This design comes from an exercise in tuning for small area on the open sky130 flow, not from production work. At most, simulation tests tie the RTL to the original design; equivalence was not proved. Power is estimated from default activity; no workload was simulated.

the baseline:
## Game_Top
module Game_Top (
    input clk,
    input rst,
    input [12:0] pixel_index,
    input game_sw,
    input [8:1] VOLUME_SW,
    input btnL,
    input btnR,
    input btnC,
    input [4:0] volume,
    output reg [15:0] oled_data
    );
localparam GREEN = 16'h07E0;
localparam ORANGE = 16'hFFE0;
localparam RED = 16'hF800;
localparam BLACK = 16'h0000;
localparam WHITE = 16'hFFFF;
localparam BLUE = 16'h001F;
localparam SKYBLUE = 16'h5FFF;
localparam PURPLE = 16'hF81F;
localparam BROWN = 16'h8204;
localparam YELLOW = 16'hFC00;
localparam LIGHTGREEN = 16'hAFE5;
localparam DARKGREEN = 16'h632C;
localparam IDLE = 4'b0000;
localparam TITLE = 4'b0001;
localparam CONTROLS_1 = 4'b0010;
localparam CONTROLS_2 = 4'b0011;
localparam SETTINGS = 4'b0100;
localparam MIC_START = 4'b0101;
localparam MIC_VOLUME = 4'b0110;
localparam RECORD_START = 4'b0111;
localparam RECORD_SPEAK = 4'b1000;
localparam GAME_START = 4'b1010;
localparam GAME_PLAY = 4'b1011;
localparam GAME_END_1 = 4'b1100;
localparam GAME_END_2 = 4'b1101;
localparam GAME_END_3 = 4'b1110;
reg [5:0] y;
reg [1:0] xh;
integer k;
always @(*) begin
  y = 6'd0;
  xh = 2'd0;
  for (k = 0; k < 64; k = k + 1) begin
    if (pixel_index[12:5] == 3*k)     begin y = k; xh = 2'd0; end
    if (pixel_index[12:5] == 3*k + 1) begin y = k; xh = 2'd1; end
    if (pixel_index[12:5] == 3*k + 2) begin y = k; xh = 2'd2; end
  end
end
wire [6:0] x = {xh, pixel_index[4:0]};
reg [8:0] lfsr_cnt;
reg [1:0] c3;
reg [2:0] d0, d1, d2;
wire d0m = d0 == 3'd4;
wire d1m = d1 == 3'd4;
wire d2m = d2 == 3'd4;
wire c3m = c3 == 2'd2;
wire tick_100hz = lfsr_cnt[1:0] == 2'd1 && c3m && d0m;
wire tick_20hz  = lfsr_cnt[1:0] == 2'd1 && c3m && d0m && d1m;
wire tick_10hz  = lfsr_cnt[2:0] == 3'd3 && c3m && d0m && d1m;
wire tick_6hz   = lfsr_cnt[2:0] == 3'd3 && d0m && d1m && d2m;
wire tick_1hz   = lfsr_cnt[3:0] == 4'd7 && c3m && d0m && d1m && d2m;
always @(posedge clk) begin
  if (rst) begin
    lfsr_cnt <= 9'd0;
    c3 <= 2'd0;
    d0 <= 3'd0;
    d1 <= 3'd0;
    d2 <= 3'd0;
  end else begin
    lfsr_cnt <= lfsr_cnt + 9'd1;
    c3 <= c3m ? 2'd0 : c3 + 2'd1;
    d0 <= d0m ? 3'd0 : d0 + 3'd1;
    if (d0m) begin
      d1 <= d1m ? 3'd0 : d1 + 3'd1;
      if (d1m) d2 <= d2m ? 3'd0 : d2 + 3'd1;
    end
  end
end
reg [3:0] state;
reg [3:0] next_state;
reg btnR_d0, btnR_d1, btnR_pulse;
always @(posedge clk) begin
  ...
Settings: LEC_CHECK=0, ABC_AREA=1, CAP_MARGIN=20, CELL_PAD_IN_SITES_DETAIL_PLACEMENT=1, CORE_MARGIN=2, CORE_UTILIZATION=50, PLACE_DENSITY=0.6, SLEW_MARGIN=20; clock period 20.0 ns.
run.sh (not shown) runs the stock make flow with config.mk's settings and CLKGATE_MAP_FILE= SYNTH_SCRIPT=/design/flow/synth_recipe.tcl, a recipe that flattens the netlist after the stock synthesis.
The baseline did not finish; the tool stopped in 5_1_grt with error GRT-0116.
### the baseline -> the candidate
diff --git a/flow/config.mk b/flow/config.mk
--- a/flow/config.mk
+++ b/flow/config.mk
@@ -11,4 +11,4 @@
 export CORE_MARGIN = 2
-export CORE_UTILIZATION = 50
-export PLACE_DENSITY = 0.6
+export CORE_UTILIZATION = 30
+export PLACE_DENSITY = 0.4
 export SLEW_MARGIN = 20
Notes after the runs:
The candidate completed end to end with timing, DRC and antenna clean.
Changes observed in the candidate relative to the baseline: height of the chip picked up an extra 59 um; clock sink count flat; post-synthesis mux area share closely matched the old numbers.
No functional check of the RTL was part of any run of this note.


== branch harbor ==
Game_Top, a different RTL version from the one above (not shown whole).
Size in the first run: ~2000 cells after synthesis, ~48 I/O pins, about 14000 um^2 of cells after synthesis.
clock: 20.0 ns
lec_check: 0
abc_area: 1
cap_margin: 20
cell_pad_in_sites_detail_placement: 1
core_margin: 2
core_utilization: 30
gpl_timing_driven: 0
place_density: 0.4
slew_margin: 20
standard.sh (not shown) runs the stock make flow with config.mk's settings and CLKGATE_MAP_FILE= SYNTH_SCRIPT=/design/flow/synth_recipe.tcl, a recipe that flattens the netlist after the stock synthesis.
==> flow/flow/run.sh <==
#!/bin/bash
# Own flow: the standard layout (standard.sh), with one change: ABC maps
# the combinational logic with its area-oriented &nf mapper (flow/abc_area.script)
# instead of ORFS's abc_area.script, whose buffer/upsize steps add area.
# Everything else, including the register mapping, is ORFS's synthesis as
# standard.sh runs it.
set -euo pipefail
WORK=$(pwd)
rm -rf "$WORK/scripts_own"
cp -r "$FLOW_HOME/scripts" "$WORK/scripts_own"
cp "$WORK/flow/abc_area.script" "$WORK/scripts_own/abc_area.script"
bash "$WORK/standard.sh" "SCRIPTS_DIR=$WORK/scripts_own" "BUFFER_PORTS_ARGS=-buffer_cell sky130_fd_sc_hd__buf_1" "CTS_ARGS=-sink_clustering_enable -repair_clock_nets -dont_use_dummy_load -sink_clustering_size 30 -sink_clustering_max_diameter 150" finish > "$WORK/standard_flow.log" 2>&1
==> flow/flow/abc_area.script <==
strash
dch -f
&get -n
&nf -R 1000
&put
topo
Every stage of the flow completed for branch harbor, and the final layout passed the timing, DRC and antenna checks.
Edits applied to the flow inputs when going from branch harbor to branch tundra:
diff --git a/flow/flow/run.sh b/flow/flow/run.sh
--- a/flow/flow/run.sh
+++ b/flow/flow/run.sh
@@ -10,3 +10,3 @@
 cp -r "$FLOW_HOME/scripts" "$WORK/scripts_own"
 cp "$WORK/flow/abc_area.script" "$WORK/scripts_own/abc_area.script"
-bash "$WORK/standard.sh" "SCRIPTS_DIR=$WORK/scripts_own" "BUFFER_PORTS_ARGS=-buffer_cell sky130_fd_sc_hd__buf_1" "CTS_ARGS=-sink_clustering_enable -repair_clock_nets -dont_use_dummy_load -sink_clustering_size 30 -sink_clustering_max_diameter 150" finish > "$WORK/standard_flow.log" 2>&1
+bash "$WORK/standard.sh" "SCRIPTS_DIR=$WORK/scripts_own" finish > "$WORK/standard_flow.log" 2>&1
diff --git a/flow/config.mk b/flow/config.mk
--- a/flow/config.mk
+++ b/flow/config.mk
@@ -11,5 +11,4 @@
 export CORE_MARGIN = 2
 export CORE_UTILIZATION = 30
-export GPL_TIMING_DRIVEN = 0
 export PLACE_DENSITY = 0.4
 export SLEW_MARGIN = 20
### Flow results
- branch tundra: PASS, flow complete, no timing, DRC or antenna violations
- Lower maximum frequency among branch harbor and branch tundra: branch harbor
- When branch tundra is measured against branch harbor, its combinational cell fraction of total power turns out 1.2 points lower.
- Compared branch tundra against branch harbor; number of post-CTS setup repair buffers within noise.
- Of the two values seen for cell with the largest stage delay on the worst path, nand2_1 was produced by branch harbor and a311oi_1 by branch tundra.


Game_Top, a different RTL version from the one above (not shown whole).
Size: ~2000 cells after synthesis, about 150 flip-flops, roughly 48 I/O pins, about 14000 µm² of cells after synthesis.
==> flow/config.mk <==
export PLATFORM = sky130hd
export DESIGN_NAME = Game_Top
export DESIGN_NICKNAME = Game_Top
export VERILOG_FILES = /design/flow/design.v
export SDC_FILE = /design/flow/constraint.sdc
export NUM_CORES = 4
export LEC_CHECK = 0
export ABC_AREA = 1
export CAP_MARGIN = 20
export CELL_PAD_IN_SITES_DETAIL_PLACEMENT = 1
export CORE_MARGIN = 2
export CORE_UTILIZATION = 30
export PLACE_DENSITY = 0.4
export SETUP_SLACK_MARGIN = 0.2
export SLEW_MARGIN = 20
==> flow/constraint.sdc <==
create_clock -name core_clock -period 20.0 [get_ports {clk}]
set_input_delay 4.0000 -clock core_clock [delete_from_list [all_inputs] [get_ports {clk}]]
set_output_delay 4.0000 -clock core_clock [all_outputs]
set_load 0.01 [all_outputs]
==> flow/flow/run.sh <==
#!/bin/bash
# Own flow: the standard layout (standard.sh) with these changes:
# - ABC maps the combinational logic with its area-oriented &nf mapper
#   (flow/abc_area.script) instead of ORFS's abc_area.script, whose
#   buffer/upsize steps add area. The rest of synthesis, including the
#   register mapping, is ORFS's synthesis as standard.sh runs it.
# - every port still gets a buffer, but a buf_1 (BUFFER_PORTS_ARGS);
# - clock tree synthesis without dummy loads, clkbuf_8 buffers under a
#   clkbuf_16 root, clusters of at most 12 sinks (CTS_ARGS).
# The tools' full output goes to standard_flow.log here and to ORFS's logs.
set -euo pipefail
WORK=$(pwd)
rm -rf "$WORK/scripts_own"
cp -r "$FLOW_HOME/scripts" "$WORK/scripts_own"
cp "$WORK/flow/abc_area.script" "$WORK/scripts_own/abc_area.script"
bash "$WORK/standard.sh" "SCRIPTS_DIR=$WORK/scripts_own" \
  "BUFFER_PORTS_ARGS=-buffer_cell sky130_fd_sc_hd__buf_1" \
  "CTS_ARGS=-sink_clustering_enable -repair_clock_nets -dont_use_dummy_load -buf_list sky130_fd_sc_hd__clkbuf_8 -root_buf sky130_fd_sc_hd__clkbuf_16 -sink_clustering_size 12 -sink_clustering_max_diameter 80" \
  finish > "$WORK/standard_flow.log" 2>&1
Scripts as last shown in full above: flow/flow/abc_area.script
The starting point ran to the end with no violations.
Rerun with:
--- a/flow/config.mk
+++ b/flow/config.mk
@@ -10,6 +10,6 @@
 export CELL_PAD_IN_SITES_DETAIL_PLACEMENT = 1
 export CORE_MARGIN = 2
-export CORE_UTILIZATION = 30
-export PLACE_DENSITY = 0.4
-export SETUP_SLACK_MARGIN = 0.2
+export CORE_UTILIZATION = 35
+export PLACE_DENSITY = 0.45
+export SETUP_SLACK_MARGIN = 0.4
 export SLEW_MARGIN = 20
=> The new run finished clean. Cell count goes down by about 3%. Hold slack gets worse by 0.0068 ns. Combinational power fell by about 1%.
Rerun with:
--- a/flow/config.mk
+++ b/flow/config.mk
@@ -10,6 +10,7 @@
 export CELL_PAD_IN_SITES_DETAIL_PLACEMENT = 1
 export CORE_MARGIN = 2
-export CORE_UTILIZATION = 35
-export PLACE_DENSITY = 0.45
+export CORE_UTILIZATION = 30
+export GPL_TIMING_DRIVEN = 0
+export PLACE_DENSITY = 0.4
 export SETUP_SLACK_MARGIN = 0.4
 export SLEW_MARGIN = 20
Result: Worst setup slack gets worse by 0.92 ns; register-to-register slack got worse by 0.06 ns; combinational power hardly moves; non-clock buffer count is lower by 30; wire length decreases by a few percent; clock power hardly moves; final area goes up slightly; sequential cell count stays the same; hold slack gets better by 0.012 ns.
Rerun with:
--- a/flow/flow/run.sh
+++ b/flow/flow/run.sh
@@ -15,5 +15,5 @@
 cp "$WORK/flow/abc_area.script" "$WORK/scripts_own/abc_area.script"
 bash "$WORK/standard.sh" "SCRIPTS_DIR=$WORK/scripts_own" \
-  "BUFFER_PORTS_ARGS=-buffer_cell sky130_fd_sc_hd__buf_1" \
+  "BUFFER_PORTS_ARGS=-buffer_cell sky130_fd_sc_hd__buf_4" \
   "CTS_ARGS=-sink_clustering_enable -repair_clock_nets -dont_use_dummy_load -buf_list sky130_fd_sc_hd__clkbuf_8 -root_buf sky130_fd_sc_hd__clkbuf_16 -sink_clustering_size 12 -sink_clustering_max_diameter 80" \
   finish > "$WORK/standard_flow.log" 2>&1
--- a/flow/config.mk
+++ b/flow/config.mk
@@ -11,5 +11,4 @@
 export CORE_MARGIN = 2
 export CORE_UTILIZATION = 30
-export GPL_TIMING_DRIVEN = 0
 export PLACE_DENSITY = 0.4
 export SETUP_SLACK_MARGIN = 0.4
The new run passed the timing, DRC and antenna checks.
Die area does not change.
Global-route usage climbs by 1.9 points.
Final cell count rises slightly.
Cell area hardly moves.
Sequential share of layout area is about the same.
Clock power barely changes.
Synthesized cell count is unchanged.

## re-timing with driven ports
How much do the figures lean on ideal ports? The routed layouts below were timed once more, with nothing changed but the port constraints. Step 1, drivers: a clkbuf_16 drives clk and a buf_2 each remaining input, both assumed. Step 2 times the ports against the registers' clock, not the clock port: input delays grow and output delays shrink by t, the midpoint of the rising clock arrivals with the driver on. Slacks: ideal ports / drivers / drivers and shift; pairs: ideal ports / drivers.
run	t (ns)	setup WS [ns]	worst setup path at the end	worst slew at a driven data input, ns
the candidate	0.512	0.819 / 0.795 / 0.795	input to output	0.04
branch harbor	0.530	0.353 / 0.326 / 0.326	input to output	0.08
branch tundra	0.512	1.301 / 1.273 / 1.273	input to output	0.07
the first run of note 3	0.425	1.692 / 1.670 / 1.670	input to output	0.06
the second run of note 3	0.418	1.757 / 1.733 / 1.733	input to output	0.09
the third run of note 3	0.421	0.842 / 0.811 / 0.811	input to output	0.10
the fourth run of note 3	0.431	2.264 / 2.238 / 2.238	input to output	0.06
After both steps every run listed still meets setup and hold. The setup slack of the third run of note 3, which loses most, moves by -0.031 ns with the drivers and by -0.031 ns with both steps.
